Context: an optimization exercise on an open-source flow, tuned for small area. The choices shown serve that exercise and are no tape-out recipe. Where RTL was checked, it was by simulation tests only, not by an equivalence proof against the original. Function not checked in runs 1, 2, 5 and 6: the RTL went through the layout flow alone. Power figures rest on the tool's default switching activity, not on a simulated workload.

===== design/flow/flow/run.sh =====
#!/bin/bash
# Own layout flow: the standard ORFS flow, with
#  - synthesis as standard.sh synth runs it, but with a stronger ABC area
#    script (flow/abc_area.script); the flip-flops are mapped before ABC
#    runs, so the registers, their names and cells are the standard ones;
#  - no separate full/half-adder extraction, so ABC maps adders with the
#    rest of the logic;
#  - each module of the RTL (the register-file read ports and the ALU are
#    modules of their own) mapped on its own, then flattened as the standard flow's
#    synthesis script does; all registers are in MCU;
#  - port buffers of the smallest buffer cell;
#  - clock tree without dummy loads.
# Each step's full output goes to a log file in this folder.
set -euo pipefail
W=$PWD
rm -rf "$W/scripts_mod"
cp -r "$FLOW_HOME/scripts" "$W/scripts_mod"
cp "$W/flow/abc_area.script" "$W/scripts_mod/abc_area.script"

SCRIPTS_DIR="$W/scripts_mod" ABC_AREA=1 ADDER_MAP_FILE= SYNTH_HIERARCHICAL=1 \
  SYNTH_MINIMUM_KEEP_SIZE=0 bash standard.sh synth > "$W/log_synth.txt" 2>&1

source "$W/flow/knobs.sh"
bash standard.sh finish > "$W/log_layout.txt" 2>&1

===== design/flow/flow/abc_area.script =====
strash
&get -n
&deepsyn -T 30
&put
dch -f
amap
topo

===== design/flow/flow/knobs.sh =====
export BUFFER_PORTS_ARGS="-buffer_cell sky130_fd_sc_hd__buf_1"
export CTS_ARGS="-sink_clustering_enable -repair_clock_nets -dont_use_dummy_load -buf_list sky130_fd_sc_hd__clkbuf_8"

===== design/flow/standard.sh =====
#!/bin/bash
# synth_recipe.tcl (not shown) runs the flow's synth.tcl, then flattens the netlist and writes it again
# the make line also repeats each setting of config.mk as NAME=value (left out here)
make -C /OpenROAD-flow-scripts/flow DESIGN_CONFIG=/design/flow/config.mk WORK_HOME=/design/flow/orfs CLKGATE_MAP_FILE= SYNTH_SCRIPT=/design/flow/synth_recipe.tcl "${@:-finish}"

===== design/flow/config.mk =====
export PLATFORM = sky130hd
export DESIGN_NAME = MCU
export DESIGN_NICKNAME = MCU
export VERILOG_FILES = /design/flow/design.v
export SDC_FILE = /design/flow/constraint.sdc
export NUM_CORES = 4
export LEC_CHECK = 0
export ABC_AREA = 1
export CAP_MARGIN = 20
export CORE_MARGIN = 2
export CORE_UTILIZATION = 40
export SLEW_MARGIN = 20

===== design/flow/constraint.sdc =====
create_clock -name core_clock -period 10.0 [get_ports {clk}]
set_input_delay 2.0000 -clock core_clock [delete_from_list [all_inputs] [get_ports {clk}]]
set_output_delay 2.0000 -clock core_clock [all_outputs]
set_load 0.01 [all_outputs]

===== design/flow/design.v =====
`timescale 1ns / 1ps
module MCU(clk,reset,imem_addr,imem_data,dmem_addr,dmem_we,dmem_wdata,dmem_rdata,
           in_data,out_we,out_addr,out_data);
input clk,reset;
output [7:0] imem_addr;
input [16:0] imem_data;
output [7:0] dmem_addr;
output dmem_we;
output [7:0] dmem_wdata;
input [7:0] dmem_rdata;
input [7:0] in_data;
output out_we;
output [7:0] out_addr, out_data;
reg [7:0] pc;         
reg aj;               
reg [4:0] ir_op;      
reg [11:0] ir_f;
reg [7:0] exA;        
reg [7:0] exB;        
reg [2:0] exD;        
reg [1:0] exC;        
reg [7:0] rf1, rf2, rf3, rf4, rf5, rf6, rf7;
wire ex_nod  = (exD == 3'd0);
wire jump    = (exC == 2'b11);
assign dmem_we   = (exC == 2'b01) & ex_nod;
assign out_we    = (exC == 2'b10) & ex_nod;
assign dmem_addr = exA;
assign out_addr  = exA;
assign dmem_wdata = exB;
assign out_data   = exB;
wire [7:0] wb = (exC == 2'b00) ? exB :
                (exC == 2'b01) ? dmem_rdata :
                (exC == 2'b10) ? in_data : exA;
always @(posedge clk) begin
    case (exD)
    3'd1: rf1 <= wb;
    3'd2: rf2 <= wb;
    3'd3: rf3 <= wb;
    3'd4: rf4 <= wb;
    3'd5: rf5 <= wb;
    3'd6: rf6 <= wb;
    3'd7: rf7 <= wb;
    default: ;
    endcase
end
wire [2:0] fD = ir_f[11:9];
wire [2:0] fA = ir_f[8:6];
wire [2:0] fB = ir_f[5:3];
wire [5:0] im = ir_f[5:0];
wire [2:0] sh = ir_f[2:0];
wire o_add = ir_op == 5'b00001;
wire o_ani = ir_op == 5'b00010;
wire o_adi = ir_op == 5'b00011;
wire o_sub = ir_op == 5'b00100;
wire o_slt = ir_op == 5'b00101;
wire o_not = ir_op == 5'b00110;
wire o_ld  = ir_op == 5'b00111;
wire o_st  = ir_op == 5'b01000;
wire o_mov = ir_op == 5'b01001;
wire o_jmp = ir_op == 5'b01010;
wire o_jmr = ir_op == 5'b01011;
wire o_jml = ir_op == 5'b01100;
wire o_ori = ir_op == 5'b01101;
wire o_xor = ir_op == 5'b01110;
wire o_shl = ir_op == 5'b01111;
wire o_shr = ir_op == 5'b10001;
wire o_bz  = ir_op == 5'b10010;
wire o_bnz = ir_op == 5'b10011;
wire o_in  = ir_op == 5'b10100;
wire o_out = ir_op == 5'b10101;
wire rdA = o_add | o_ani | o_adi | o_sub | o_slt | o_not | o_ld | o_st | o_mov |
           o_jmr | o_ori | o_xor | o_shl | o_shr | o_bz | o_bnz | o_in | o_out;
wire rdB = o_add | o_sub | o_slt | o_st | o_jmr | o_xor | o_in | o_out;
wire alu_wr = o_add | o_ani | o_adi | o_sub | o_slt | o_not | o_mov |
              o_ori | o_xor | o_shl | o_shr;
wire branch = o_jmp | o_jmr | o_jml | o_bz | o_bnz;
wire stall = ~ex_nod & ((rdA & (fA == exD)) | (rdB & (fB == exD)));
wire [7:0] rA, rB;
RfRead u_rdA(.a(fA), .r1(rf1), .r2(rf2), .r3(rf3), .r4(rf4), .r5(rf5), .r6(rf6), .r7(rf7), .q(rA));
RfRead u_rdB(.a(fB), .r1(rf1), .r2(rf2), .r3(rf3), .r4(rf4), .r5(rf5), .r6(rf6), .r7(rf7), .q(rB));
wire [7:0] pc1 = aj ? exB : pc;
wire [7:0] opA, res;
Alu u_alu(.ir_op(ir_op), .ir_f(ir_f), .rA(rA), .rB(rB), .pc1(pc1), .opA(opA), .res(res));
wire zA = (rA == 8'd0);
wire taken = o_jmp | o_jmr | o_jml | (o_bz & zA) | (o_bnz & ~zA);
wire dnz = (fD != 3'd0);
reg [2:0] nD;
reg [1:0] nC;
always @(*) begin
    nD = 3'd0; nC = 2'b00;
    if (alu_wr) nD = fD;
    if (o_ld)  begin nD = fD; nC = {1'b0, dnz}; end
    if (o_in)  begin nD = fD; nC = {dnz, 1'b0}; end
    if (o_st)  nC = 2'b01;
    if (o_out) nC = 2'b10;
    if (o_jml) nD = fD;
    if (taken) nC = 2'b11;
end
wire [7:0] pc_inc = pc + {7'd0, ~stall};    
always @(posedge clk or negedge reset) begin
    if (!reset) begin
        pc <= 8'd0;
        ir_op <= 5'd0;
        exD <= 3'd0;
        exC <= 2'b00;
        aj <= 1'b0;
    end else begin
        aj <= jump;
        exD <= stall ? 3'd0 : nD;
        exC <= stall ? 2'b00 : nC;
        pc <= jump ? exB : pc_inc;
        if (!stall) begin
            ir_op <= branch ? 5'd0 : imem_data[16:12];
        end
    end
end
always @(posedge clk) begin
    exA <= opA;
    exB <= res;
    if (!stall) begin
        ir_f <= imem_data[11:0];
    end
end
assign imem_addr = pc;
endmodule
module RfRead(a, r1, r2, r3, r4, r5, r6, r7, q);
input [2:0] a;
input [7:0] r1, r2, r3, r4, r5, r6, r7;
output reg [7:0] q;
always @(*) begin
    case (a)
    3'd1: q = r1; 3'd2: q = r2; 3'd3: q = r3; 3'd4: q = r4;
    3'd5: q = r5; 3'd6: q = r6; 3'd7: q = r7; default: q = 8'd0;
    endcase
end
endmodule
module Alu(ir_op, ir_f, rA, rB, pc1, opA, res);
input [4:0] ir_op;
input [11:0] ir_f;
input [7:0] rA, rB, pc1;
output [7:0] opA;
output reg [7:0] res;
wire [5:0] im = ir_f[5:0];
wire [2:0] sh = ir_f[2:0];
wire o_nop = ir_op == 5'b00000;
wire o_add = ir_op == 5'b00001;
wire o_ani = ir_op == 5'b00010;
wire o_adi = ir_op == 5'b00011;
wire o_sub = ir_op == 5'b00100;
wire o_slt = ir_op == 5'b00101;
wire o_not = ir_op == 5'b00110;
wire o_st  = ir_op == 5'b01000;
wire o_jmp = ir_op == 5'b01010;
wire o_jml = ir_op == 5'b01100;
wire o_ori = ir_op == 5'b01101;
wire o_xor = ir_op == 5'b01110;
wire o_shl = ir_op == 5'b01111;
wire o_shr = ir_op == 5'b10001;
wire o_bz  = ir_op == 5'b10010;
wire o_bnz = ir_op == 5'b10011;
wire o_out = ir_op == 5'b10101;
wire use_br = o_jmp | o_jml | o_bz | o_bnz;
wire use_pc = use_br | (ir_op == 5'b00000);
assign opA = use_pc ? pc1 : rA;
wire use_rb  = o_add | o_sub | o_slt | o_xor | o_st | o_out;
wire use_sx  = o_adi | use_br;
wire use_zx  = o_ani | o_ori;
wire [7:0] opB = use_rb ? rB :
                 use_sx ? {{2{im[5]}}, im} :
                 use_zx ? {2'b00, im} : 8'd0;
wire inv = o_sub | o_slt;
wire cin = inv | o_nop;    
wire pass = o_st | o_out;
wire [7:0] aA = opA & {8{~pass}};
wire [7:0] bB = (opB ^ {8{inv}}) | {8{o_not}};
wire [7:0] p = aA ^ bB;
wire [7:0] g = aA & bB;
wire [8:0] s9 = {1'b0, aA} + {1'b0, bB} + {8'd0, cin};
wire [7:0] c = s9[7:0] ^ p;
wire arith = ~(o_ani | o_ori | o_xor | o_not | pass);
wire [7:0] alu = (p & {8{~o_ani}}) ^ (g & {8{o_ani | o_ori}}) ^ (c & {8{arith}});
wire [2:0] ra = o_shr ? (3'd0 - sh) : sh;
wire [15:0] rot2 = {opA, opA} << ra;
wire [7:0] rot = rot2[15:8];
wire [7:0] mskl = 8'hff << sh;
wire [7:0] mskr = 8'hff >> sh;
wire [7:0] shv = rot & (o_shr ? mskr : mskl);
always @(*) begin
    if (o_slt)                 res = {7'd0, ~s9[8]};
    else if (o_shl | o_shr)    res = shv;
    else                       res = alu;
end
endmodule

==> summary.md, run 1 <==
| Metric | Value |
|---|---|
| Bufs on Longest Clock Path | 2 |
| Syn Inst Count | 599 |
| Final min period | 4630 ps |
| Fill cells | 1351 |
| Max Fclk | 0.216 GHz |
| Async SR Flop Fraction | 18.4% |
| H-tree depth | 3 |
| GR Overflow Total | 0 |
| TritonCTS clock tree | yes |
| Post-synthesis sequential area ratio | 51.4% |
| Clock-pin slew on the worst setup and hold paths | 100 ps |
| Worst EP required | 10320 ps |
| Crit path arrival time | 4950 ps |
| Core area | 0.0133 mm² |
| Syn-to-layout area delta | 11.5% |
| Hold WS | 512 ps |
| Largest cells by area after synthesis | edfxtp_1 37%, dfrtp_1 8.6%, nor2_1 6.9% |
| Crit. End Element | register |
| Slowest cell on the critical path | o21ai_0 |
| Top_reg_cell synth | edfxtp_1 |
| Crit path max fanout | 18 |
| Num rows | 42 |
| LEAKAGE | 2.09 nW |
| Overall routed net length | 16.6 mm |
| CP Class | register to register |
| Top Ports | 77 |
| Die H | 121 µm |
| First-pass GRT wire length | 25.5 mm |
| GP Congestion | 0.881 |
| Most Frequent Cell on Critical Path | nor2_1 |
| Worst skew pair latency | 380 ps |
| Placed cell count | 851 |
| Die Wd | 121 µm |
| Routed len/inst | 19.3 µm |
| Final std cells w/o fill | 860 |
| All-layer global routing usage | 23.0% |
| Area occupied by registers | 0.00284 mm² |
| Initial antenna violation count | 0 |
| RSZ-0062 raised after global routing | no |
| Pre-antenna DRT Iters | 7 |
| Vias | 5175 |
| Routed vias/inst | 6.02 |
| Syn_area_per_cell | 9.21 µm² |
| Status | complete, no violations |
| # DRC | 0 |
| Number of CTS-inserted buffers | 9 |
| Cts repair resizes | 0 |
| Final Hold Fails | 0 |
| Setup TNS | 0 ps |
| Final setup violation count | 0 |
| Iter 0 DRT Violations | 761 |
| Synth area leader | edfxtp_1 |
| Dpl hpwl | 12.9 mm |
| Vias in the first global route | 4818 |
| Post-Syn Nets | 634 |
| Worst vdd ir | 0.175 mV |
| Worst slew pin tran | 999 ps |
| Die area | 0.0147 mm² |
| Root buffer cell | clkbuf_8 |
| Max Clock Skew | 26.1 ps |
| Post-CTS Repair Setup Buffers | 0 |
| Max-Cap Viols | 0 |
| I/O Buffers | 76 |
| Nets@finish | 721 |
| Final ANT Viol Nets | 0 |
| Hold crit path type | register to register |
| Final period utilization | 46.3% |
| CTS hold repair buffers | 0 |
| Sink Count | 103 |
| Warnings, synthesis | 9 |
| CP Cell Sequence | clkinv_1, nand3_1, o21ai_0, clkinv_1, o22ai_1, nor2_1, or2_0, a21oi_1, nor2_1, nor2_1, nor2_1, nor2_1, nor2_1, nor2_1, nor2_1, nor2_1, o21a_1, o21ai_0, nor2b_1, a211oi_1, nor2_1, nor2_1 |
| Fin. max-slew vios | 0 |
| Number of enable flip-flop cells after synthesis | 68 |
| PD cells | 407 mW/mm² |
| CP peak stage delay | 780 ps |
| Share of cells above drive strength 1 | 3.80% |
| Distinct cells, synth | 35 |
| Worst slew margin | 32.8% |
| Multi-input gate area | 0.00224 mm² |
| Seq cells post-synth | 103 |
| ANT cells | 0 |
| Share of the synthesized area in the top cell type | 37.0% |
| Nature of the critical path startpoint | register |
| Largest net degree at the start of global routing | 20 |
| Starting Density | 41.3% |
| Post-synthesis cell area | 0.00552 mm² |
==> modules after synthesis (local to each module, per instance) <==
module / flip-flops and latches / cell area [µm²] / copies in the design / cells inside
RfRead: 0 / 288 / 2 / 41
Alu: 0 / 1180 / 1 / 236
MCU: 103 / 3760 / 1 / 281
==> final timing paths <==
kind	start	to	slack, ps	cells after the start
max	ir_op[2]	exB[7]	5370	22
min	ir_f[11]	exD[2]	510	1
max reg2reg	ir_op[2]	exB[7]	5370	22
min reg2reg	ir_f[11]	exD[2]	510	1
max in group asynchronous	reset	exD[0]	8180	2
min in group asynchronous	reset	ir_op[3]	1570	2
==> cell type report <==
cell class | count | area share, %
clock buffers | 9 | 2.01
multi-input cells | 393 | 36.4
well taps | 176 | 3.58
inverters | 87 | 5.31
repair buffers | 92 | 6.59
flip-flops and latches | 103 | 46.1
==> layer usage <==
metal	vias to the layer above	wire length (µm)	track usage (%)
li1	2429	-	-
met1	2461	7200	31.8
met2	250	7490	35.8
met3	35	1420	4.93
met4	0	441	7.90
met5	-	0	0
==> cells in the final DEF (no fill, tap or decap), types with 5 or more instances in the layout <==
master,netlist,final
o32ai_1,9,9
clkinv_1,87,87
o221ai_1,6,6
o21a_1,5,5
nor3_1,23,22
a211oi_1,8,8
a31oi_1,10,10
and3_1,9,9
buf_1,0,76
o22ai_1,54,54
o21ai_0,22,20
a222oi_1,16,16
clkbuf_8,0,9
edfxtp_1,68,68
a22oi_1,34,34
nand2_1,31,31
dfrtp_1,19,19
nor2_1,102,102
buf_4,16,16
dfxtp_1,16,16
nand3_1,20,20
a21oi_1,12,12
==> kinds of logic (layout without fill, tap and decap cells) <==
family / Yosys count / count (layout) / synth area share, %
AOI/OAI and AO/OA: 194 / 194 / 24.9
buffers and inverters: 103 / 188 / 8.10
DFF: 103 / 103 / 51.4
and+or+nand+nor: 199 / 199 / 15.6
==> critical path: cells and delay by family (launching register included) <==
kind | cells | cell delay [ps]
and+or+nand+nor | 14 | 1540
DFF | 1 | 600
buffers and inverters | 2 | 580
AOI/OAI and AO/OA | 6 | 1850
==> registers in the layout (all words and copies together) (netlist names) <==
name,count
rf5,8
exB,8
rf2,8
rf6,8
exD,3
pc,8
exC,2
ir_f,12
aj,1
ir_op,5
rf7,8
rf3,8
exA,8
rf4,8
rf1,8
==> power by group <==
group	switching, mW	total (mW)	leakage, nW	internal (mW)
Combinational	0.995	1.50	1.02	0.502
Sequential	0.133	0.797	1.00	0.665
Clock	0.125	0.206	0.0647	0.0810
==> through the flow <==
step	power [mW]	worst slack [ps]	utilization [%]	cell area (µm²)
after floorplan	1.85	6150	-	5520
after global placement	2.26	5680	45.1	6020
after detailed placement	2.28	5480	45.2	6030
after CTS	2.48	5450	46.1	6150
after global routing	2.71	4850	46.1	6150
final	2.50	5370	46.1	6150
==> cell usage after synthesis, drive strengths merged, types with 2 or more instances <==
library cell and number:
nor2 102, clkinv 87, edfxtp 68, o22ai 54, a22oi 34, nand2 31, nor3 23, o21ai 22
nand3 20, dfrtp 19, a222oi 16, buf 16, dfxtp 16, a21oi 12, a31oi 10, and3 9
o32ai 9, a211oi 8, o221ai 6, o21a 5, nor2b 4, nor4 4, o22a 4, o32a 3
a221oi 2, a31o 2, a32oi 2, o211ai 2, or2 2, or3 2
==> run 2: changes to the inputs <==
--- a/design/flow/config.mk
+++ b/design/flow/config.mk
@@ -6,7 +6,7 @@
 export NUM_CORES = 4
 export LEC_CHECK = 0
 export ABC_AREA = 1
-export CAP_MARGIN = 20
+export CAP_MARGIN = 0
 export CORE_MARGIN = 2
 export CORE_UTILIZATION = 40
-export SLEW_MARGIN = 20
+export SLEW_MARGIN = 0
==> summary.md, run 2 <==
| Metric | Value |
|---|---|
| Crit path max fanout | 18 (unchanged) |
| Syn_area_per_cell | 9.21 µm² (unchanged) |
| I/O Buffers | 76 (unchanged) |
| Final min period | 4660 ps (+31.6 ps) |
| First-pass GRT wire length | 25.3 mm (-0.57%) |
| Distinct cells, synth | 35 (unchanged) |
| Iter 0 DRT Violations | 653 (-14%) |
| LEAKAGE | 2.09 nW (about the same) |
| Post-Syn Nets | 634 (unchanged) |
| Nature of the critical path startpoint | register |
| Post-CTS Repair Setup Buffers | 0 (unchanged) |
| Commonest cells after routing, fill and taps aside | 102 x nor2_1, 87 x clkinv_1, 76 x buf_1, 68 x edfxtp_1, 54 x o22ai_1 |
| Fill cells | 1320 (-2.3%) |
| Nets@finish | 721 (unchanged) |
| Final period utilization | 46.6% (+0.32 points) |
| Async SR Flop Fraction | 18.4% (unchanged) |
| Status | complete, no violations |
| Setup TNS | 0 ps (unchanged) |
| Worst min-delay path startpoint | exB[4] |
| Routed vias/inst | 5.97 (-0.81%) |
| GP Congestion | 0.881 (unchanged) |
| Core area | 0.0133 mm² (unchanged) |
| Most common cell after layout, fill and taps aside | nor2_1 |
| H-tree depth | 3 (unchanged) |
| ANT cells | 0 (unchanged) |
| Worst vdd ir | 0.156 mV (-11%) |
| Worst slew pin tran | 1270 ps (+266 ps) |
| Die area | 0.0147 mm² (unchanged) |
| Die Wd | 121 µm (unchanged) |
| Share of the synthesized area in the top cell type | 37.0% (unchanged) |
| Commonest cells in the netlist | 102 x nor2_1, 87 x clkinv_1, 68 x edfxtp_1 |
| GR Overflow Total | 0 (unchanged) |
| Vias | 5133 (-0.81%) |
| R2R cell count | 22 (unchanged) |
| Area occupied by registers | 0.00284 mm² (unchanged) |
| All-layer global routing usage | 23.0% (+0.033 points) |
| Fin. max-slew vios | 0 (unchanged) |
| Share of cells above drive strength 1 | 3.65% (-0.15 points) |
| Largest cells by area after synthesis | edfxtp_1 37%, dfrtp_1 8.6%, nor2_1 6.9% |
| Most numerous cell in the Yosys netlist | nor2_1 |
| Bufs on Longest Clock Path | 2 (unchanged) |
| Number of CTS-inserted buffers | 9 (unchanged) |
| Number of enable flip-flop cells after synthesis | 68 (unchanged) |
| Max Fclk | 0.215 GHz (-0.68%) |
| Syn Inst Count | 599 (unchanged) |
| PD cells | 407 mW/mm² (about the same) |
| CP Class | register to register |
| Crit path arrival time | 4980 ps (+30 ps) |
| Placed cell count | 851 (unchanged) |
| Routed len/inst | 19.2 µm (-0.36%) |
| Initial antenna violation count | 0 (unchanged) |
| # DRC | 0 (unchanged) |
| Syn-to-layout area delta | 11.4% (about the same) |
| Top_reg_cell synth | edfxtp_1 |
| Sink Count | 103 (unchanged) |
| Largest net degree at the start of global routing | 20 (unchanged) |
| Final setup violation count | 0 (unchanged) |
| Worst skew pair latency | 390 ps (about the same) |
| R2R Setup Slk | 5340 ps (-30 ps) |
| Max-Cap Viols | 0 (unchanged) |
| Overall routed net length | 16.5 mm (-0.36%) |
| Final ANT Viol Nets | 0 (unchanged) |
| Worst slew margin | 15.0% (-18 points) |
| Hold Crit Endpoint | pc[4] |
| Vias in the first global route | 4820 (+0.042%) |
| Max reg flops | 12 (unchanged) |
| Final Hold Fails | 0 (unchanged) |
| Final std cells w/o fill | 860 (unchanged) |
| Hold crit path type | register to register |
| Seq cells post-synth | 103 (unchanged) |
| Hold Crit Depth | 2 (+1) |
| Cts repair resizes | 0 (unchanged) |
| Die H | 121 µm (unchanged) |
| Root buffer cell | clkbuf_8 |
| Biggest register | ir_f |
| Clock-pin slew on the worst setup and hold paths | 80 ps (-20 ps) |
| Crit. End Element | register |
| Warnings, synthesis | 9 (unchanged) |
| Synth area leader | edfxtp_1 |
| Post-synthesis sequential area ratio | 51.4% (unchanged) |
| Starting Density | 41.3% (unchanged) |
| TritonCTS clock tree | yes |
| Num rows | 42 (unchanged) |
| Multi-input gate area | 0.00223 mm² (-0.22%) |
| Max Clock Skew | 27.5 ps (+1.42 ps) |
| Top Ports | 77 (unchanged) |
| Post-synthesis cell area | 0.00552 mm² (unchanged) |
| Reg2reg end | exB[7] |
| Dpl hpwl | 12.8 mm (-0.33%) |
| Critical R2R Launch | ir_op[2] |
| Pre-antenna DRT Iters | 8 (+1) |
| RSZ-0062 raised after global routing | no |
| CTS hold repair buffers | 0 (unchanged) |
| Worst EP required | 10320 ps (about the same) |
==> run 2: cell families (layout without fill, tap and decap cells) <==
kind of cell / count (synthesis) / in the layout / share of synthesized area, %
AOI/OAI and AO/OA: 194 / 194 / 24.9
buffers and inverters: 103 / 188 / 8.10
DFF: 103 / 103 / 51.4
and+or+nand+nor: 199 / 199 / 15.6
==> run 2: worst max path at each step <==
stage,startpoint,end,slack [ps],depth (start not counted)
6_report,ir_op[2],exB[7],5340,22
3_3_place_gp,ir_op[2],exB[7],5680,22
3_5_place_dp,ir_op[2],exB[7],5440,22
2_1_floorplan,ir_op[2],exB[7],6150,22
5_1_grt,ir_op[2],exB[7],4810,22
4_1_cts,ir_op[2],exB[7],5430,22
==> run 2: report_power, final <==
part / leakage, nW / switching (mW) / internal (mW)
combinational: 1.02 / 0.990 / 0.502
clock: 0.0647 / 0.129 / 0.0810
sequential: 1.00 / 0.132 / 0.665
total: 2.09 / 1.25 / 1.25
==> run 2: area by class of cell <==
class | instances | area share, %
clock buffers | 9 | 2.02
inverters | 87 | 5.31
multi-input cells | 393 | 36.3
flip-flops and latches | 103 | 46.2
well taps | 176 | 3.58
repair buffers | 92 | 6.60
==> run 2: critical path, stage by stage (launching register included) <==
cell,delay [ps]
dfrtp_1,590
clkinv_1,150
nand3_1,120
o21ai_0,780
clkinv_1,420
o22ai_1,340
nor2_1,100
or2_0,250
a21oi_1,230
nor2_1,70
nor2_1,130
nor2_1,60
nor2_1,140
nor2_1,60
nor2_1,120
nor2_1,50
nor2_1,140
o21a_1,170
o21ai_0,110
nor2b_1,160
a211oi_1,270
nor2_1,60
nor2_1,90
==> run 2: metal layers <==
layer	vias to the layer above	global-route usage, %	wire length (µm)
met4	0	8.12	414
met3	28	4.32	1480
met2	275	36.6	7530
li1	2435	-	-
met1	2395	31.6	7080
met5	-	0	0
==> run 2: through the flow <==
stage / instance area, µm² / setup slack, ps / power (mW) / util [%] / hold WS, ps
after global routing: 6150 / 4810 / 2.70 / 46.0 / 551
after detailed placement: 6020 / 5440 / 2.28 / 45.1 / 490
after floorplan: 5520 / 6150 / 1.85 / - / 467
after CTS: 6150 / 5430 / 2.49 / 46.0 / 513
after global placement: 6020 / 5680 / 2.26 / 45.1 / 478
final: 6150 / 5340 / 2.50 / 46.0 / 512
==> run 2: modules after synthesis, one instance, submodules excluded <==
module  flops+latches  cells inside  times used  cell area, µm²
Alu                 0           236           1            1180
MCU               103           281           1            3760
RfRead              0            41           2             288
==> run 3: changes to the inputs <==
--- a/design/flow/design.v
+++ b/design/flow/design.v
@@ -179,15 +179,22 @@
 wire [7:0] c = s9[7:0] ^ p;
 wire arith = ~(o_ani | o_ori | o_xor | o_not | pass);
 wire [7:0] alu = (p & {8{~o_ani}}) ^ (g & {8{o_ani | o_ori}}) ^ (c & {8{arith}});
-wire [2:0] ra = o_shr ? (3'd0 - sh) : sh;
-wire [15:0] rot2 = {opA, opA} << ra;
-wire [7:0] rot = rot2[15:8];
-wire [7:0] mskl = 8'hff << sh;
-wire [7:0] mskr = 8'hff >> sh;
-wire [7:0] shv = rot & (o_shr ? mskr : mskl);
+wire [7:0] shv;
+Shift u_sh(.a(opA), .sh(sh), .shr(o_shr), .y(shv));
 always @(*) begin
     if (o_slt)                 res = {7'd0, ~s9[8]};
     else if (o_shl | o_shr)    res = shv;
     else                       res = alu;
 end
 endmodule
+module Shift(a, sh, shr, y);
+input [7:0] a;
+input [2:0] sh;
+input shr;
+output [7:0] y;
+wire [7:0] ar = {a[0], a[1], a[2], a[3], a[4], a[5], a[6], a[7]};
+wire [7:0] x = shr ? ar : a;
+wire [7:0] z = x << sh;
+wire [7:0] zr = {z[0], z[1], z[2], z[3], z[4], z[5], z[6], z[7]};
+assign y = shr ? zr : z;
+endmodule
--- a/design/flow/flow/run.sh
+++ b/design/flow/flow/run.sh
@@ -3,6 +3,7 @@
 #  - synthesis as standard.sh synth runs it, but with a stronger ABC area
 #    script (flow/abc_area.script); the flip-flops are mapped before ABC
 #    runs, so the registers, their names and cells are the standard ones;
+#  - after area mapping, ABC sizes gates for their loads;
 #  - no separate full/half-adder extraction, so ABC maps adders with the
 #    rest of the logic;
 #  - each module of the RTL (the register-file read ports and the ALU are
==> design/flow/flow/abc_area.script (replaced) <==
strash
&get -n
&deepsyn -T 30
&put
dch -f
amap
topo
stime -c
upsize -c
dnsize -c
--- a/design/flow/config.mk
+++ b/design/flow/config.mk
@@ -6,7 +6,7 @@
 export NUM_CORES = 4
 export LEC_CHECK = 0
 export ABC_AREA = 1
-export CAP_MARGIN = 0
+export CAP_MARGIN = 20
 export CORE_MARGIN = 2
 export CORE_UTILIZATION = 40
-export SLEW_MARGIN = 0
+export SLEW_MARGIN = 20
==> summary.md, run 3 <==
| Metric | Value |
|---|---|
| ANT cells | 0 (unchanged) |
| GR Overflow Total | 0 (unchanged) |
| Fill cells | 1345 (+1.9%) |
| Worst skew pair latency | 390 ps (about the same) |
| Bufs and invs on worst path | 5 (+3) |
| LEAKAGE | 2.16 nW (+3.3%) |
| Nets@finish | 686 (-4.9%) |
| Starting Density | 41.1% (-0.27 points) |
| Num rows | 43 (+2.4%) |
| Pre-antenna DRT Iters | 7 (-1) |
| Syn-to-layout area delta | 10.3% |
| CP Class | register to register |
| Hold crit path type | register to register |
| Initial antenna violation count | 0 (unchanged) |
| Sink Count | 103 (unchanged) |
| Largest cells by area after synthesis | edfxtp_1 36%, dfrtp_1 8.3%, dfxtp_1 5.6% |
| Pwr Total | 2.68 mW (+7.1%) |
| CP Cell Sequence | nor2_1, inv_1, o31ai_2, or2_1, o21ai_1, nand3_1, o21ai_2, clkinv_2, o21ai_4, inv_4, o21ai_4, nor2_8, inv_4, o22ai_1, clkinv_1, a22o_1, a222oi_1, o22ai_1, o221ai_1, o22ai_1, nor2_1, o32ai_1, a31o_1 |
| Fin. max-slew vios | 0 (unchanged) |
| Die H | 124 µm (+1.8%) |
| Multi-input gate area | 0.00246 mm² (+10%) |
| Most Frequent Cell on Critical Path | o22ai_1 |
| Setup TNS | 0 ps (unchanged) |
| Number of CTS-inserted buffers | 9 (unchanged) |
| Max Fclk | 0.213 GHz (-0.57%) |
| Die area | 0.0153 mm² (+3.6%) |
| Async SR Flop Fraction | 18.4% (unchanged) |
| Seq cells post-synth | 103 (unchanged) |
| Worst vdd ir | 0.156 mV (about the same) |
| Warnings, synthesis | 9 (unchanged) |
| Hold WS | 507 ps (-5.05 ps) |
| All-layer global routing usage | 23.2% (+0.22 points) |
| TritonCTS clock tree | yes |
| Routed len/inst | 20.7 µm (+8.1%) |
| Area occupied by registers | 0.00284 mm² (unchanged) |
| Most common cell after layout, fill and taps aside | buf_1 |
| H-tree depth | 3 (unchanged) |
| I/O Buffers | 76 (unchanged) |
| Share of cells above drive strength 1 | 12.5% (+8.8 points) |
| Number of enable flip-flop cells after synthesis | 68 (unchanged) |
| Commonest cells in the netlist | 68 x edfxtp_1, 62 x nor2_1, 57 x clkinv_1 |
| Cts repair resizes | 0 (unchanged) |
| Biggest register | ir_f |
| Slowest cell on the critical path | o31ai_2 |
| Die Wd | 124 µm (+1.8%) |
| Final min period | 4690 ps (+26.8 ps) |
| Crit. End Element | register |
| Crit path arrival time | 4950 ps (-30 ps) |
| Post-Syn Nets | 607 (-4.3%) |
| Nature of the critical path startpoint | register |
| Post-CTS Repair Setup Buffers | 0 (unchanged) |
| Dpl hpwl | 13.2 mm (+3.1%) |
| Worst slew margin | 40.3% (+25 points) |
| Core area | 0.0139 mm² (+4.4%) |
| First-pass GRT wire length | 26.1 mm (+2.9%) |
| Clock-pin slew on the worst setup and hold paths | 100 ps (+20 ps) |
| PD cells | 424 mW/mm² (+4.3%) |
| Largest net degree at the start of global routing | 20 (unchanged) |
| Routed vias/inst | 6.02 (+0.89%) |
| Syn_area_per_cell | 10.0 µm² (+8.6%) |
| CTS hold repair buffers | 0 (unchanged) |
| Vias | 4992 (-2.7%) |
| Final ANT Viol Nets | 0 (unchanged) |
| Share of the synthesized area in the top cell type | 35.7% (-1.3 points) |
| GP Congestion | 0.931 (+5.7%) |
| Crit path max fanout | 9 (-9) |
| Post-synthesis cell area | 0.00572 mm² (+3.7%) |
| Worst slew pin tran | 886 ps (-380 ps) |
| Distinct cells, synth | 59 (+69%) |
| Iter 0 DRT Violations | 731 (+12%) |
| Most numerous cell in the Yosys netlist | edfxtp_1 |
| Root buffer cell | clkbuf_8 |
| Synth area leader | edfxtp_1 |
| Post-synthesis sequential area ratio | 49.6% (-1.8 points) |
| CP peak stage delay | 570 ps (-210 ps) |
| Final Hold Fails | 0 (unchanged) |
| Max Clock Skew | 24.3 ps (-3.18 ps) |
| # DRC | 0 (unchanged) |
| Status | complete, no violations |
| Max-Cap Viols | 0 (unchanged) |
| Final period utilization | 46.9% (+0.27 points) |
| Worst EP required | 10270 ps (-50 ps) |
| Bufs on Longest Clock Path | 2 (unchanged) |
| CP top delay family | compound AO/OA/AOI/OAI gates |
| Top_reg_cell synth | edfxtp_1 |
| Final setup violation count | 0 (unchanged) |
| Commonest cells after routing, fill and taps aside | 76 x buf_1, 68 x edfxtp_1, 62 x nor2_1, 57 x clkinv_1, 47 x o22ai_1 |
| Max reg flops | 12 (unchanged) |
| Vias in the first global route | 4718 (-2.1%) |
| Top Ports | 77 (unchanged) |
| Syn Inst Count | 572 (-4.5%) |
| RSZ-0062 raised after global routing | no |
| Overall routed net length | 17.2 mm (+4.2%) |
## run 3: cell types whose count changed in the layout (fill, tap and decap cells not counted), sizes merged, moves of 6 or more
cell    before  now
buf         92   84
nor2b        4   11
o22ai       54   48
nand2       31   39
inv          0   22
nor2       102   73
clkinv      87   58
a31oi       10    4
## run 3: kinds of logic after synthesis
logic type / share of synthesized area, %
compound gates: 26.0
buf+inv: 7.63
flops: 49.6
simple gates: 16.8
## run 3: final timing paths
check	start	endpoint	slack, ps	cells past startpoint
max	ir_op[0]	exB[0]	5310	23
max reg2reg	ir_op[0]	exB[0]	5310	23
min in group asynchronous	reset	exD[0]	1570	2
max in group asynchronous	reset	exC[0]	8160	2
min	ir_f[11]	exD[2]	510	1
min reg2reg	ir_f[11]	exD[2]	510	1
## run 3: metal layers
metal | track usage, % | share of wire (%) | vias up
li1 | - | - | 2346
met1 | 31.2 | 44 | 2427
met2 | 38.0 | 47 | 203
met3 | 4.35 | 6.9 | 16
met4 | 7.53 | 1.5 | 0
met5 | 0 | 0 | -
## run 3: cell type report
type / instances / share of cell area [%]
Clock buffer: 9 / 1.96
Inverter: 80 / 5.02
Multi-Input combinational cell: 373 / 39.0
Sequential cell: 103 / 45.0
Tap cell: 180 / 3.57
Timing Repair Buffer: 84 / 5.47
## run 3: per-stage QoR
step | utilization (%) | worst slack [ps] | std cells | instance area (µm²)
2_1_floorplan | - | 6170 | 572 | 5720
3_3_place_gp | 44.3 | 5600 | 820 | 6180
3_5_place_dp | 44.4 | 5440 | 820 | 6190
4_1_cts | 45.3 | 5400 | 829 | 6310
5_1_grt | 45.3 | 4770 | 829 | 6310
6_report | 45.3 | 5310 | 829 | 6310
## run 3: power breakdown
group	internal, mW	switching [mW]	total [mW]
Clock	0.0812	0.135	0.217
Combinational	0.561	1.09	1.65
Sequential	0.664	0.147	0.812
## run 3: modules after synthesis, one instance, submodules excluded
module  cell area (µm²)  cells inside  flops+latches  copies in the design
Shift               312            50              0                     1
RfRead              308            41              0                     2
MCU                3860           281            103                     1
Alu                 932           159              0                     1
## run 3: worst register-to-register path: stages, from the launching register on
cell and delay (ps):
dfrtp_1 460, nor2_1 230, inv_1 120, o31ai_2 570, or2_1 200, o21ai_1 70
nand3_1 120, o21ai_2 80, clkinv_2 120, o21ai_4 100, inv_4 100, o21ai_4 110
nor2_8 210, inv_4 80, o22ai_1 250, clkinv_1 180, a22o_1 290, a222oi_1 390
o22ai_1 170, o221ai_1 200, o22ai_1 100, nor2_1 120, o32ai_1 100, a31o_1 210
==> run 4: changes to the inputs <==
--- a/design/flow/flow/run.sh
+++ b/design/flow/flow/run.sh
@@ -3,7 +3,6 @@
 #  - synthesis as standard.sh synth runs it, but with a stronger ABC area
 #    script (flow/abc_area.script); the flip-flops are mapped before ABC
 #    runs, so the registers, their names and cells are the standard ones;
-#  - after area mapping, ABC sizes gates for their loads;
 #  - no separate full/half-adder extraction, so ABC maps adders with the
 #    rest of the logic;
 #  - each module of the RTL (the register-file read ports and the ALU are
==> design/flow/flow/abc_area.script (replaced) <==
strash
&get -n
&deepsyn -T 30
&put
dch -f
amap
topo
--- a/design/flow/config.mk
+++ b/design/flow/config.mk
@@ -9,4 +9,5 @@
 export CAP_MARGIN = 20
 export CORE_MARGIN = 2
 export CORE_UTILIZATION = 40
+export GPL_TIMING_DRIVEN = 0
 export SLEW_MARGIN = 20
==> summary.md, run 4 <==
| Metric | Value |
|---|---|
| Iter 0 DRT Violations | 497 (-32%) |
| Max-Cap Viols | 0 (unchanged) |
| Design area | 0.00615 mm² (-2.5%) |
| Mux share of post-synthesis cell area | 0% (unchanged) |
| Cts repair resizes | 0 (unchanged) |
| Worst skew pair latency | 400 ps (about the same) |
| Die H | 121 µm (-2.4%) |
| Overall routed net length | 16.2 mm (-5.6%) |
| Dpl hpwl | 12.4 mm (-6.2%) |
| Routed len/inst | 19.4 µm (-6.2%) |
| Nets@finish | 696 (+1.5%) |
| Final Hold Fails | 0 (unchanged) |
| Most Frequent Cell on Critical Path | o21ai_0 |
| ANT cells | 0 (unchanged) |
| H-tree depth | 3 (unchanged) |
| Fill cells | 1307 (-2.8%) |
| Final std cells w/o fill | 835 (+0.72%) |
| Pre-antenna DRT Iters | 5 (-2) |
| Top Ports | 77 (unchanged) |
| TritonCTS clock tree | yes |
| Final min period | 6720 ps (+2040 ps) |
| Area occupied by registers | 0.00284 mm² (unchanged) |
| Largest cells by area after synthesis | edfxtp_1 38%, dfrtp_1 8.7%, dfxtp_1 5.9% |
| Post-synthesis cell area | 0.00545 mm² (-4.8%) |
| Clock-pin slew on the worst setup and hold paths | 110 ps (about the same) |
| Distinct cells, synth | 36 (-39%) |
| Hold crit path type | register to register |
| Final ANT Viol Nets | 0 (unchanged) |
| Max reg flops | 12 (unchanged) |
| Core area | 0.0132 mm² (-5.0%) |
| Most common cell after layout, fill and taps aside | clkinv_1 |
| Biggest register | ir_f |
| Placed cell count | 826 (+0.73%) |
| Status | complete, no violations |
| Finished Core Util | 46.5% (+1.2 points) |
| Pre-CTS setup slack | 3460 ps (-1970 ps) |
| CP top delay family | compound AO/OA/AOI/OAI gates |
| Multi-input gate area | 0.00225 mm² (-8.8%) |
| Commonest cells in the netlist | 80 x clkinv_1, 73 x nor2_1, 68 x edfxtp_1 |
| Async SR Flop Fraction | 18.4% (unchanged) |
| RSZ-0062 raised after global routing | no |
| Crit path arrival time | 7010 ps (+2060 ps) |
| Crit. End Element | register |
| Vias | 4963 (-0.58%) |
| Nature of the critical path startpoint | register |
| Share of cells above drive strength 1 | 6.07% (-6.4 points) |
| Fin. max-slew vios | 0 (unchanged) |
| GR Overflow Total | 0 (unchanged) |
| Most numerous cell in the Yosys netlist | clkinv_1 |
| Worst slew margin | 18.9% (-21 points) |
| Initial antenna violation count | 0 (unchanged) |
| Routed vias/inst | 5.94 (-1.3%) |
| Setup TNS | 0 ps (unchanged) |
| Num rows | 42 (-2.3%) |
| Die Wd | 121 µm (-2.4%) |
| Number of enable flip-flop cells after synthesis | 68 (unchanged) |
| GP Congestion | 0.904 (-2.9%) |
| Warnings, synthesis | 9 (unchanged) |
| I/O Buffers | 76 (unchanged) |
| Commonest cells after routing, fill and taps aside | 80 x clkinv_1, 75 x buf_1, 73 x nor2_1, 68 x edfxtp_1, 48 x o22ai_1 |
| Sink Count | 103 (unchanged) |
| Starting Density | 41.1% (+0.057 points) |
| Final setup margin | 3280 ps (-2040 ps) |
| Final period utilization | 67.2% (+20 points) |
| Max Fclk | 0.149 GHz (-30%) |
| Post-Syn Nets | 607 (unchanged) |
| Post-synthesis sequential area ratio | 52.1% (+2.5 points) |
| Xor/xnor share of the synthesized area | 0% (unchanged) |
| Synth Area in Compound Gates | 25.2% (-0.86 points) |
| Syn_area_per_cell | 9.52 µm² (-4.8%) |
| Synth Area in Adders | 0% (unchanged) |
| Post-CTS Repair Setup Buffers | 0 (unchanged) |
| CP Class | register to register |
| Seq cells post-synth | 103 (unchanged) |
| Largest net degree at the start of global routing | 20 (unchanged) |
| # DRC | 0 (unchanged) |
| Cell Area, Placed | 0.00601 mm² (-2.8%) |
| Hold WS | 500 ps (-6.76 ps) |
| CTS hold repair buffers | 0 (unchanged) |
| Die area | 0.0146 mm² (-4.7%) |
| Slowest cell on the critical path | o31ai_1 |
| First-pass GRT wire length | 24.8 mm (-4.7%) |
| Worst EP required | 10280 ps (about the same) |
| Main combinational cell family by area after synthesis | compound AO/OA/AOI/OAI gates |
| Root buffer cell | clkbuf_8 |
| Synth area leader | edfxtp_1 |
| Number of CTS-inserted buffers | 9 (unchanged) |
| Bufs and invs on worst path | 6 (+1) |
| Max Clock Skew | 30.1 ps (+5.73 ps) |
| Bufs on Longest Clock Path | 2 (unchanged) |
| All-layer global routing usage | 22.8% (-0.48 points) |
| Synth Area in Simple Gates | 15.0% (-1.7 points) |
| Worst vdd ir | 0.188 mV (+20%) |
| Crit path max fanout | 9 (unchanged) |
| R2R Setup Slk | 3280 ps (-2040 ps) |
| CP peak stage delay | 810 ps (+240 ps) |
| Share of the synthesized area in the top cell type | 37.5% (+1.8 points) |
| Final setup violation count | 0 (unchanged) |
| Syn-to-layout area delta | 13.0% |
| Vias in the first global route | 4636 (-1.7%) |
| Syn Inst Count | 572 (unchanged) |
| Pwr Total | 2.50 mW (-6.5%) |
| Worst slew pin tran | 1210 ps (+322 ps) |
| Top_reg_cell synth | edfxtp_1 |
| PD cells | 406 mW/mm² (-4.1%) |
| LEAKAGE | 2.08 nW (-3.5%) |
[run 4: cell types whose count changed after synthesis, moves of 6 or more]
cell      delta
o21ai_0     +10
clkinv_1    +23
nor3_1       +6
inv_2       -15
nor2_1      +11
nor3_2       -6
[run 4: final cells by class]
type                    instances  area share, %
inverters                      80           4.88
well taps                     176           3.58
multi-input cells             373           36.5
repair buffers                 78           4.96
plain buffers                  16           1.95
flip-flops and latches        103           46.1
clock buffers                   9           2.01
[run 4: kinds of logic after synthesis]
| logic type | after synthesis |
|---|---|
| buffers and inverters | 96 |
| and+or+nand+nor | 183 |
| DFF | 103 |
| AOI/OAI and AO/OA | 190 |
[run 4: per-module statistics from Yosys, one instance, submodules excluded]
module,copies in the design,cells inside
RfRead,2,41
Shift,1,50
MCU,1,281
Alu,1,159
[run 4: worst paths after layout]
| kind | startpoint | depth (start not counted) | endpoint |
|---|---|---|---|
| max | ir_op[0] | 27 | exB[6] |
| min | ir_f[11] | 1 | exD[2] |
| max reg2reg | ir_op[0] | 27 | exB[6] |
| min reg2reg | ir_f[11] | 1 | exD[2] |
| max in group asynchronous | reset | 1 | ir_op[4] |
| min in group asynchronous | reset | 1 | exD[1] |
[run 4: worst reg2reg max path, stage by stage, from the launching register on]
cell	delay [ps]
dfrtp_1	470
nor2_1	200
clkinv_1	140
o31ai_1	810
or2_0	230
o21ai_0	90
nand3_1	90
o21ai_0	180
clkinv_1	210
o21ai_0	230
clkinv_1	180
o21ai_0	310
nor2_1	550
clkinv_1	360
o22ai_1	410
nor2_1	120
o21ai_0	270
clkinv_1	90
o21ai_0	230
clkinv_1	90
o21ai_0	270
nand2_1	110
a31oi_1	270
nand2_1	90
nand2_1	100
o22ai_1	100
and2_0	180
o32ai_1	260
[run 4: report_power, final]
group | internal [mW] | total (mW) | switching, mW
Combinational | 0.518 | 1.49 | 0.972
Clock | 0.0810 | 0.214 | 0.133
Sequential | 0.665 | 0.797 | 0.132
Total | 1.26 | 2.50 | 1.24
[run 4: per-layer routing]
layer,GRT usage [%],vias up,routed length [µm]
li1,-,2353,-
met1,30.8,2367,7120
met2,37.0,219,7550
met3,3.44,24,1240
met4,8.50,0,316
met5,0,-,0
==> run 5: changes to the inputs <==
--- a/design/flow/design.v
+++ b/design/flow/design.v
@@ -103,9 +103,7 @@
         ir_op <= 5'd0;
         exD <= 3'd0;
         exC <= 2'b00;
-        aj <= 1'b0;
     end else begin
-        aj <= jump;
         exD <= stall ? 3'd0 : nD;
         exC <= stall ? 2'b00 : nC;
         pc <= jump ? exB : pc_inc;
@@ -114,6 +112,7 @@
         end
     end
 end
+always @(posedge clk) aj <= jump;
 always @(posedge clk) begin
     exA <= opA;
     exB <= res;
--- a/design/flow/config.mk
+++ b/design/flow/config.mk
@@ -9,5 +9,4 @@
 export CAP_MARGIN = 20
 export CORE_MARGIN = 2
 export CORE_UTILIZATION = 40
-export GPL_TIMING_DRIVEN = 0
 export SLEW_MARGIN = 20
==> summary.md, run 5 <==
| Metric | Value |
|---|---|
| Number of enable flip-flop cells after synthesis | 68 (unchanged) |
| R2R Setup Slk | 3430 ps (+150 ps) |
| Critical path origin | ir_op[4] |
| Nets@finish | 687 (-1.3%) |
| Crit. End Element | register |
| Worst slew pin tran | 1130 ps (-78.2 ps) |
| Post-Syn Nets | 604 (-0.49%) |
| Async SR Flop Fraction | 17.5% (-0.97 points) |
| Synth Area in Simple Gates | 15.6% (+0.58 points) |
| Max-Cap Viols | 0 (unchanged) |
| Sink Count | 103 (unchanged) |
| Fill cells | 1292 (-1.1%) |
| Root buffer cell | clkbuf_8 |
| Critical R2R Launch | ir_op[4] |
| Post-synthesis cell area | 0.00544 mm² (-0.16%) |
| Syn Inst Count | 569 (-0.52%) |
| All-layer global routing usage | 24.0% (+1.2 points) |
| Synth Area in Adders | 0% (unchanged) |
| Slowest cell on the critical path | o31ai_1 |
| Final setup violation count | 0 (unchanged) |
| Nature of the critical path startpoint | register |
| Vias in the first global route | 4743 (+2.3%) |
| Crit path arrival time | 6840 ps (-170 ps) |
| Worst skew pair latency | 380 ps (-20 ps) |
| Fin. max-slew vios | 0 (unchanged) |
| Xor/xnor share of the synthesized area | 0% (unchanged) |
| Worst EP required | 10270 ps (about the same) |
| Cts repair resizes | 0 (unchanged) |
| Status | complete, no violations |
| Finished Core Util | 45.7% (-0.75 points) |
| Most Frequent Cell on Critical Path | o21ai_0 |
| Top Ports | 77 (unchanged) |
| Routed len/inst | 20.6 µm (+6.1%) |
| Number of CTS-inserted buffers | 9 (unchanged) |
| Crit path max fanout | 9 (unchanged) |
| Core area | 0.0132 mm² (unchanged) |
| Share of the synthesized area in the top cell type | 37.6% (+0.060 points) |
| Reg2reg end | exB[6] |
| Worst vdd ir | 0.186 mV (-0.98%) |
| Iter 0 DRT Violations | 541 (+8.9%) |
| Cell count along the critical path | 27 (unchanged) |
| Warnings, synthesis | 9 (unchanged) |
| Commonest cells after routing, fill and taps aside | 76 x buf_1, 72 x clkinv_1, 72 x nor2_1, 68 x edfxtp_1 |
| LEAKAGE | 2.03 nW (-2.3%) |
| Top_reg_cell synth | edfxtp_1 |
| First-pass GRT wire length | 26.0 mm (+4.6%) |
| Biggest register | ir_f |
| PD cells | 417 mW/mm² (+2.6%) |
| Starting Density | 41.1% (-0.066 points) |
| Seq cells post-synth | 103 (unchanged) |
| H-tree depth | 3 (unchanged) |
| Initial antenna violation count | 0 (unchanged) |
| Max reg flops | 12 (unchanged) |
| Max Clock Skew | 21.6 ps (-8.49 ps) |
| Main combinational cell family by area after synthesis | compound AO/OA/AOI/OAI gates |
| Largest cells by area after synthesis | edfxtp_1 38%, dfrtp_1 8.3%, dfxtp_1 6.3% |
| Largest net degree at the start of global routing | 20 (unchanged) |
| Die area | 0.0145 mm² (-0.16%) |
| Synth area leader | edfxtp_1 |
| Post-CTS Repair Setup Buffers | 0 (unchanged) |
| ANT cells | 0 (unchanged) |
| R2R cell count | 27 (unchanged) |
| Num rows | 42 (unchanged) |
| Most common cell after layout, fill and taps aside | buf_1 |
| Die H | 121 µm (about the same) |
| Final Hold Fails | 0 (unchanged) |
| Routed vias/inst | 6.07 (+2.1%) |
| GR Overflow Total | 0 (unchanged) |
| Worst Setup EP | exB[6] |
| Bufs and invs on worst path | 6 (unchanged) |
| CP top delay family | compound AO/OA/AOI/OAI gates |
| TritonCTS clock tree | yes |
| Overall routed net length | 17.0 mm (+5.0%) |
| Commonest cells in the netlist | 72 x clkinv_1, 72 x nor2_1, 68 x edfxtp_1 |
| I/O Buffers | 76 (unchanged) |
| RSZ-0062 raised after global routing | no |
| Share of cells above drive strength 1 | 3.85% (-2.2 points) |
| Final ANT Viol Nets | 0 (unchanged) |
| CTS hold repair buffers | 0 (unchanged) |
| Mux share of post-synthesis cell area | 0% (unchanged) |
| Final period utilization | 65.7% (-1.5 points) |
| Worst min-delay path startpoint | ir_f[10] |
| CP peak stage delay | 860 ps (+50 ps) |
| Syn-to-layout area delta | 11.4% |
| Clock-pin slew on the worst setup and hold paths | 80 ps (-30 ps) |
| Max Fclk | 0.152 GHz (+2.4%) |
| Worst slew margin | 24.1% (+5.3 points) |
| Pre-antenna DRT Iters | 7 (+2) |
| Synth Area in Compound Gates | 25.1% (-0.029 points) |
| Final min period | 6570 ps (-155 ps) |
| Dpl hpwl | 12.8 mm (+3.4%) |
| Vias | 5015 (+1.0%) |
| Bufs on Longest Clock Path | 2 (unchanged) |
| # DRC | 0 (unchanged) |
| Hold crit path type | register to register |
| Die Wd | 121 µm (about the same) |
| Setup TNS | 0 ps (unchanged) |
| CP Class | register to register |
| Distinct cells, synth | 36 (unchanged) |
| Post-synthesis sequential area ratio | 52.1% (about the same) |
| Syn_area_per_cell | 9.55 µm² (+0.37%) |
| GP Congestion | 0.947 (+4.8%) |
-- run 5: modules after synthesis (local to each module, per instance) --
module,cells inside,times used,flip-flops and latches
Alu,159,1,0
RfRead,41,2,0
Shift,50,1,0
MCU,278,1,103
-- run 5: logic make-up (layout without fill, tap and decap cells) --
logic type,Yosys count,count (layout)
simple gates,188,188
buf+inv,88,169
compound gates,190,190
flops,103,103
-- run 5: worst min path at each step --
stage	cells past startpoint	slack [ps]	endpoint
after global placement	1	490	exD[0]
after detailed placement	1	490	exD[0]
final	1	510	exD[1]
after floorplan	1	470	exD[0]
after global routing	1	540	exD[2]
after CTS	1	520	exD[0]
-- run 5: routing by layer --
layer	GRT usage (%)	vias up	wire, µm
met3	4.15	36	1460
met1	33.3	2349	7370
met2	38.3	298	7790
met4	7.56	0	406
li1	-	2332	-
met5	0	-	0
-- run 5: stage by stage --
step / cell area (µm²) / setup slack, ps / std cells / total power, mW / hold WS (ps)
floorplan: 5440 / 4980 / 569 / 1.83 / 467
global placement: 5930 / 3980 / 817 / 2.28 / 488
detailed placement: 5930 / 3620 / 817 / 2.30 / 491
CTS: 6050 / 3570 / 826 / 2.51 / 517
global route: 6050 / 2580 / 826 / 2.73 / 536
finish: 6050 / 3430 / 826 / 2.52 / 515
-- run 5: final cells by class --
type                    count  area (µm²)  area share, %
flip-flops and latches    103        2830           46.8
inverters                  72         270           4.46
well taps                 176         220           3.64
repair buffers             88         375           6.20
multi-input cells         378        2230           36.9
clock buffers               9         124           2.05
-- run 5: where the power goes --
part	total (mW)	internal (mW)	switching [mW]
clock	0.204	0.0809	0.124
combinational	1.52	0.506	1.01
sequential	0.802	0.664	0.139
-- run 5: worst reg2reg max path, delay by kind of cell (launching register included) --
family	cells	cell delay (ps)
AOI/OAI and AO/OA	12	3360
and+or+nand+nor	9	1650
buffers and inverters	6	1020
DFF	1	460
==> run 6: changes to the inputs <==
==> design/flow/flow/knobs.sh (replaced) <==
export BUFFER_PORTS_ARGS="-buffer_cell sky130_fd_sc_hd__buf_1"
export CTS_ARGS="-sink_clustering_enable -repair_clock_nets -dont_use_dummy_load -buf_list sky130_fd_sc_hd__clkbuf_8"
export GPL_KEEP_OVERFLOW=0
==> summary.md, run 6 <==
| Metric | Value |
|---|---|
| Overall routed net length | 16.6 mm (-2.6%) |
| Reg2reg end | exB[7] |
| Sequential Power Share | 32.1% (+0.3 points) |
| Final setup violation count | 0 (unchanged) |
| Number of enable flip-flop cells after synthesis | 68 (unchanged) |
| Worst slew margin | 31.9% (+7.8 points) |
| Bufs on Longest Clock Path | 2 (unchanged) |
| Warnings, synthesis | 9 (unchanged) |
| Core area | 0.0132 mm² (unchanged) |
| Share of cells above drive strength 1 | 4.51% (+0.66 points) |
| Worst EP required | 10280 ps (about the same) |
| Root buffer cell | clkbuf_8 |
| Iter 0 DRT Violations | 710 (+31%) |
| Internal power | 1.25 mW (-0.44%) |
| Largest net degree at the start of global routing | 19 (-5.0%) |
| CP Class | register to register |
| Synth area leader | edfxtp_1 |
| Cell Area, Placed | 0.00591 mm² (-0.25%) |
| Final min period | 6510 ps (-58.5 ps) |
| Most common cell after layout, fill and taps aside | buf_1 |
| Dpl hpwl | 12.7 mm (-1.0%) |
| Clock-pin slew on the worst setup and hold paths | 90 ps (about the same) |
| CP peak stage delay | 550 ps (-310 ps) |
| R2R cell count | 31 (+15%) |
| Die H | 121 µm (unchanged) |
| Distinct cells, synth | 36 (unchanged) |
| Bufs and invs on worst path | 7 (+1) |
| ANT cells | 0 (unchanged) |
| Net switching power | 1.27 mW (-0.67%) |
| Worst slew pin tran | 1020 ps (-112 ps) |
| Post-synthesis cell area | 0.00544 mm² (unchanged) |
| Setup TNS | 0 ps (unchanged) |
| Nature of the critical path startpoint | register |
| CP top delay family | compound AO/OA/AOI/OAI gates |
| Final period utilization | 65.1% (-0.59 points) |
| Biggest register | ir_f |
| Share of the synthesized area in the top cell type | 37.6% (unchanged) |
| GP Congestion | 0.949 (+0.18%) |
| Final Hold Fails | 0 (unchanged) |
| Design area | 0.00605 mm² (unchanged) |
| Post-Syn Nets | 604 (unchanged) |
| Fin. max-slew vios | 0 (unchanged) |
| H-tree depth | 3 (unchanged) |
| Post-synthesis sequential area ratio | 52.1% (unchanged) |
| First-pass GRT wire length | 25.3 mm (-2.8%) |
| Cts repair resizes | 0 (unchanged) |
| Crit path max fanout | 10 (+1) |
| Nets@finish | 680 (-1.0%) |
| Crit. End Element | register |
| Slowest cell on the critical path | dfrtp_1 |
| Commonest cells in the netlist | 72 x clkinv_1, 72 x nor2_1, 68 x edfxtp_1 |
| Largest cells by area after synthesis | edfxtp_1 38%, dfrtp_1 8.3%, dfxtp_1 6.3% |
| Starting Density | 41.1% (unchanged) |
| CTS hold repair buffers | 0 (unchanged) |
| Finished Core Util | 45.7% (unchanged) |
| Hold Crit Endpoint | exD[0] |
| Die area | 0.0145 mm² (unchanged) |
| # DRC | 0 (unchanged) |
| Routed vias/inst | 6.08 (+0.13%) |
| Critical R2R Launch | ir_op[2] |
| RSZ-0062 raised after global routing | no |
| Final ANT Viol Nets | 0 (unchanged) |
| Initial antenna violation count | 0 (unchanged) |
| Clock power frac | 8.2% (about the same) |
| Syn-to-layout area delta | 11.4% (unchanged) |
| Num rows | 42 (unchanged) |
| All-layer global routing usage | 23.4% (-0.60 points) |
| GR Overflow Total | 0 (unchanged) |
| Routed len/inst | 20.3 µm (-1.8%) |
| Hold crit path type | register to register |
| Worst skew pair latency | 380 ps (about the same) |
| Top_reg_cell synth | edfxtp_1 |
| Die Wd | 121 µm (unchanged) |
| LEAKAGE | 2.01 nW (-1.1%) |
| Max-Cap Viols | 0 (unchanged) |
| Switch share | 50.4% (-0.057 points) |
| Seq cells post-synth | 103 (unchanged) |
| Hold Crit Depth | 1 (unchanged) |
| Max Clock Skew | 23.1 ps (+1.55 ps) |
| Status | complete, no violations |
| R2R Setup Slk | 3490 ps (+60 ps) |
| I/O Buffers | 76 (unchanged) |
| Sink Count | 103 (unchanged) |
| Top Ports | 77 (unchanged) |
| Worst vdd ir | 0.168 mV (-9.5%) |
| Max reg flops | 12 (unchanged) |
| Vias | 4979 (-0.72%) |
| Async SR Flop Fraction | 17.5% (unchanged) |
| Commonest cells after routing, fill and taps aside | 75 x buf_1, 72 x clkinv_1, 72 x nor2_1, 68 x edfxtp_1 |
| Syn_area_per_cell | 9.55 µm² (unchanged) |
| Syn Inst Count | 569 (unchanged) |
| Post-CTS Repair Setup Buffers | 0 (unchanged) |
| TritonCTS clock tree | yes |
| PD cells | 415 mW/mm² (-0.55%) |
| Crit path arrival time | 6790 ps (-50 ps) |
| Worst min-delay path startpoint | ir_f[9] |
| Vias in the first global route | 4576 (-3.5%) |
| Hold WS | 495 ps (-19.7 ps) |
| Number of CTS-inserted buffers | 9 (unchanged) |
| Comb power frac | 59.7% (-0.4 points) |
| Max Fclk | 0.154 GHz (+0.90%) |
| Pre-antenna DRT Iters | 8 (+1) |
run 6: cell type report:
class	instances	area, µm²
well taps	176	220
inverters	72	270
clock buffers	9	124
repair buffers	81	325
multi-input cells	378	2280
fillers	1329	7190
flip-flops and latches	103	2830
run 6: per-stage QoR:
step	setup slack (ps)	total power, mW	std cells
finish	3490	2.51	819
global route	2700	2.72	819
CTS	3630	2.49	819
detailed placement	3680	2.28	810
global placement	4050	2.27	805
floorplan	4980	1.83	569
run 6: Yosys stat by module, one instance, submodules excluded:
module,area (µm²),cells inside,copies in the design
Shift,292,50,1
Alu,816,159,1
MCU,3750,278,1
RfRead,288,41,2
run 6: worst reg2reg max path: cells and delay by family (launching register included):
family                 cells  cell delay, ps
DFF                        1             550
buffers and inverters      7            1230
and+or+nand+nor           11            1850
AOI/OAI and AO/OA         13            2790
run 6: metal layers:
layer	vias up	routed length, µm	GRT usage [%]
li1	2334	-	-
met1	2338	6910	31.6
met2	272	7410	35.6
met3	35	1820	7.36
met4	0	446	8.07
met5	-	0	0
run 6: kinds of logic (layout without fill, tap and decap cells):
family / Yosys count / in the layout / share of synthesized area, %
buffers and inverters: 88 / 162 / 7.18
DFF: 103 / 103 / 52.1
AOI/OAI and AO/OA: 190 / 190 / 25.1
and+or+nand+nor: 188 / 188 / 15.6
run 6: power groups by stage:
stage / Combinational (mW) / Sequential [mW] / Clock (mW)
2_1_floorplan: 1.05 / 0.787 / 0
3_3_place_gp: 1.47 / 0.800 / 0
3_5_place_dp: 1.47 / 0.810 / 0
4_1_cts: 1.48 / 0.801 / 0.213
5_1_grt: 1.67 / 0.822 / 0.231
6_report: 1.50 / 0.805 / 0.207
run 6: worst max path at each step:
| stage | startpoint | endpoint | slack [ps] | cells after the start |
|---|---|---|---|---|
| after floorplan | ir_op[4] | exB[7] | 4980 | 28 |
| after global placement | ir_op[4] | exB[0] | 4050 | 23 |
| after detailed placement | ir_op[2] | exB[7] | 3680 | 31 |
| final | ir_op[2] | exB[7] | 3490 | 31 |
| after global routing | ir_op[2] | exB[6] | 2700 | 30 |
| after CTS | ir_op[2] | exB[7] | 3630 | 31 |
==> run 7: changes to the inputs <==
--- a/design/flow/design.v
+++ b/design/flow/design.v
@@ -103,7 +103,9 @@
         ir_op <= 5'd0;
         exD <= 3'd0;
         exC <= 2'b00;
+        aj <= 1'b0;
     end else begin
+        aj <= jump;
         exD <= stall ? 3'd0 : nD;
         exC <= stall ? 2'b00 : nC;
         pc <= jump ? exB : pc_inc;
@@ -112,7 +114,6 @@
         end
     end
 end
-always @(posedge clk) aj <= jump;
 always @(posedge clk) begin
     exA <= opA;
     exB <= res;
==> design/flow/flow/knobs.sh (replaced) <==
export BUFFER_PORTS_ARGS="-buffer_cell sky130_fd_sc_hd__buf_1"
export CTS_ARGS="-sink_clustering_enable -repair_clock_nets -dont_use_dummy_load -buf_list sky130_fd_sc_hd__clkbuf_8"
==> summary.md, run 7 <==
| Metric | Value |
|---|---|
| Post-synthesis sequential area ratio | 52.1% (about the same) |
| Synth area leader | edfxtp_1 |
| Final period utilization | 65.1% (about the same) |
| TritonCTS clock tree | yes |
| Bufs on Longest Clock Path | 2 (unchanged) |
| Pre-antenna DRT Iters | 7 (-1) |
| Status | complete, no violations |
| Dpl hpwl | 12.7 mm (+0.10%) |
| Nature of the critical path startpoint | register |
| Number of enable flip-flop cells after synthesis | 68 (unchanged) |
| Design area | 0.00605 mm² (unchanged) |
| Largest cells by area after synthesis | edfxtp_1 38%, dfrtp_1 8.7%, dfxtp_1 5.9% |
| Overall routed net length | 16.5 mm (-0.48%) |
| Reg2reg end | exB[6] |
| Cts repair resizes | 0 (unchanged) |
| Worst skew pair latency | 390 ps (about the same) |
| Worst slew margin | 25.5% (-6.4 points) |
| Commonest cells after routing, fill and taps aside | 80 x clkinv_1, 76 x buf_1, 73 x nor2_1, 68 x edfxtp_1, 48 x o22ai_1 |
| Hold Crit Endpoint | exD[0] |
| Seq cells post-synth | 103 (unchanged) |
| Worst min-delay path startpoint | ir_f[9] |
| Most common cell after layout, fill and taps aside | clkinv_1 |
| Async SR Flop Fraction | 18.4% (+0.97 points) |
| Final setup violation count | 0 (unchanged) |
| Share of cells above drive strength 1 | 3.68% (-0.83 points) |
| PD cells | 408 mW/mm² (-1.6%) |
| Max reg flops | 12 (unchanged) |
| Final setup margin | 3490 ps (-1.40 ps) |
| Max Fclk | 0.154 GHz (about the same) |
| Max Clock Skew | 13.6 ps (-9.51 ps) |
| Core area | 0.0132 mm² (unchanged) |
| R2R cell count | 27 (-13%) |
| Crit. End Element | register |
| Clock-pin slew on the worst setup and hold paths | 90 ps (about the same) |
| Vias | 4979 (unchanged) |
| Post-CTS Repair Setup Buffers | 0 (unchanged) |
| Slowest cell on the critical path | o31ai_1 |
| Die H | 121 µm (about the same) |
| Worst slew pin tran | 1110 ps (+91.5 ps) |
| Initial antenna violation count | 0 (unchanged) |
| Vias in the first global route | 4696 (+2.6%) |
| Fill cells | 1312 (-1.3%) |
| Setup TNS | 0 ps (unchanged) |
| Hold Crit Depth | 1 (unchanged) |
| Largest net degree at the start of global routing | 20 (+1) |
| All-layer global routing usage | 23.5% (+0.12 points) |
| RSZ-0062 raised after global routing | no |
| Biggest register | ir_f |
| R2R Setup Slk | 3490 ps (about the same) |
| Crit path arrival time | 6790 ps (about the same) |
| Die Wd | 121 µm (about the same) |
| Post-synthesis cell area | 0.00545 mm² (+0.16%) |
| # DRC | 0 (unchanged) |
| Final ANT Viol Nets | 0 (unchanged) |
| Cell Area, Placed | 0.00591 mm² (unchanged) |
| CP peak stage delay | 800 ps (+250 ps) |
| Die area | 0.0146 mm² (+0.16%) |
| Hold WS | 495 ps (+0.0980 ps) |
| Final min period | 6510 ps (+1.40 ps) |
| Max-Cap Viols | 0 (unchanged) |
| Worst EP required | 10270 ps (about the same) |
| Commonest cells in the netlist | 80 x clkinv_1, 73 x nor2_1, 68 x edfxtp_1 |
| H-tree depth | 3 (unchanged) |
| GR Overflow Total | 0 (unchanged) |
| Fin. max-slew vios | 0 (unchanged) |
| I/O Buffers | 76 (unchanged) |
| Warnings, synthesis | 9 (unchanged) |
| Critical R2R Launch | ir_op[0] |
| Post-Syn Nets | 607 (+0.50%) |
| Bufs and invs on worst path | 6 (-1) |
| Starting Density | 41.1% (+0.066 points) |
run 7: layout make-up:
| cell class | count | area [µm²] | share of cell area [%] |
|---|---|---|---|
| Tap cell | 176 | 220 | 3.64 |
| Clock buffer | 9 | 124 | 2.05 |
| Sequential cell | 103 | 2840 | 46.9 |
| Timing Repair Buffer | 87 | 365 | 6.03 |
| Multi-Input combinational cell | 373 | 2210 | 36.5 |
| Inverter | 80 | 300 | 4.96 |
run 7: worst register-to-register path: stages, from the launching register on:
cell and delay, ps:
dfrtp_1 460, nor2_1 210, clkinv_1 150, o31ai_1 800, or2_0 210, o21ai_0 90
nand3_1 100, o21ai_0 140, clkinv_1 170, o21ai_0 210, clkinv_1 160, o21ai_0 300
nor2_1 570, clkinv_1 370, o22ai_1 350, nor2_1 120, o21ai_0 260, clkinv_1 90
o21ai_0 230, clkinv_1 90, o21ai_0 230, nand2_1 110, a31oi_1 240, nand2_1 80
nand2_1 90, o22ai_1 100, and2_0 180, o32ai_1 270
run 7: how the worst max path moves through the flow:
stage               endpoint     start  cells past startpoint
CTS                   exB[6]  ir_op[0]                     27
detailed placement    exB[6]  ir_op[0]                     27
finish                exB[6]  ir_op[0]                     27
global route          exB[6]  ir_op[0]                     27
floorplan             exB[7]  ir_op[0]                     28
global placement      exB[7]  ir_op[0]                     28
run 7: kinds of logic after synthesis:
| family | Yosys count | synth area share (%) |
|---|---|---|
| compound gates | 190 | 25.2 |
| simple gates | 183 | 15.0 |
| flops | 103 | 52.1 |
| buf+inv | 96 | 7.72 |
run 7: modules after synthesis, one instance, submodules excluded:
module / area (µm²) / cells inside
Alu: 816 / 159
MCU: 3760 / 281
RfRead: 288 / 41
Shift: 292 / 50
run 7: where the power goes:
group | leakage (nW) | switching [mW] | total (mW) | internal, mW
clock | 0.0647 | 0.130 | 0.211 | 0.0810
sequential | 1.00 | 0.129 | 0.794 | 0.664
combinational | 0.969 | 0.980 | 1.47 | 0.486
run 7: metal layers:
layer	routed length, µm	up-vias	GRT usage, %	part of all wire, %
met4	260	0	5.45	1.6
met1	7280	2365	32.7	44
met5	0	-	0	0
met2	7750	243	38.1	47
li1	-	2344	-	-
met3	1230	27	4.39	7.4
run 7: per-stage QoR:
step                      std cells  total power, mW
after floorplan                 572             1.80
after global placement          818             2.21
after detailed placement        818             2.24
after CTS                       827             2.45
after global routing            828             2.67
final                           828             2.47

[re-timing with driven ports]
Ports are ideal in the flow. The routed layouts listed here were re-timed in OpenROAD. Step 1 sets driving cells, clkbuf_16 on the clock port and buf_2 on the other inputs (assumed; they add their load-dependent delay and slew). Step 2 also shifts input and output timing later by t, the mid clock arrival at the registers, as if the neighbouring blocks saw the same clock. Slacks: no drivers / after step 1 / after step 2; pairs: no drivers / after step 1.
run | shift t [ns] | setup slack, ns
run 1 | 0.401 | 5.370 / 5.370 / 5.370
run 2 | 0.417 | 5.339 / 5.339 / 5.339
run 3 | 0.410 | 5.312 / 5.312 / 5.312
run 4 | 0.423 | 3.275 / 3.275 / 3.275
run 5 | 0.403 | 3.430 / 3.430 / 3.430
run 6 | 0.402 | 3.489 / 3.489 / 3.489
run 7 | 0.414 | 3.487 / 3.487 / 3.487
After both steps every run listed still meets setup and hold.
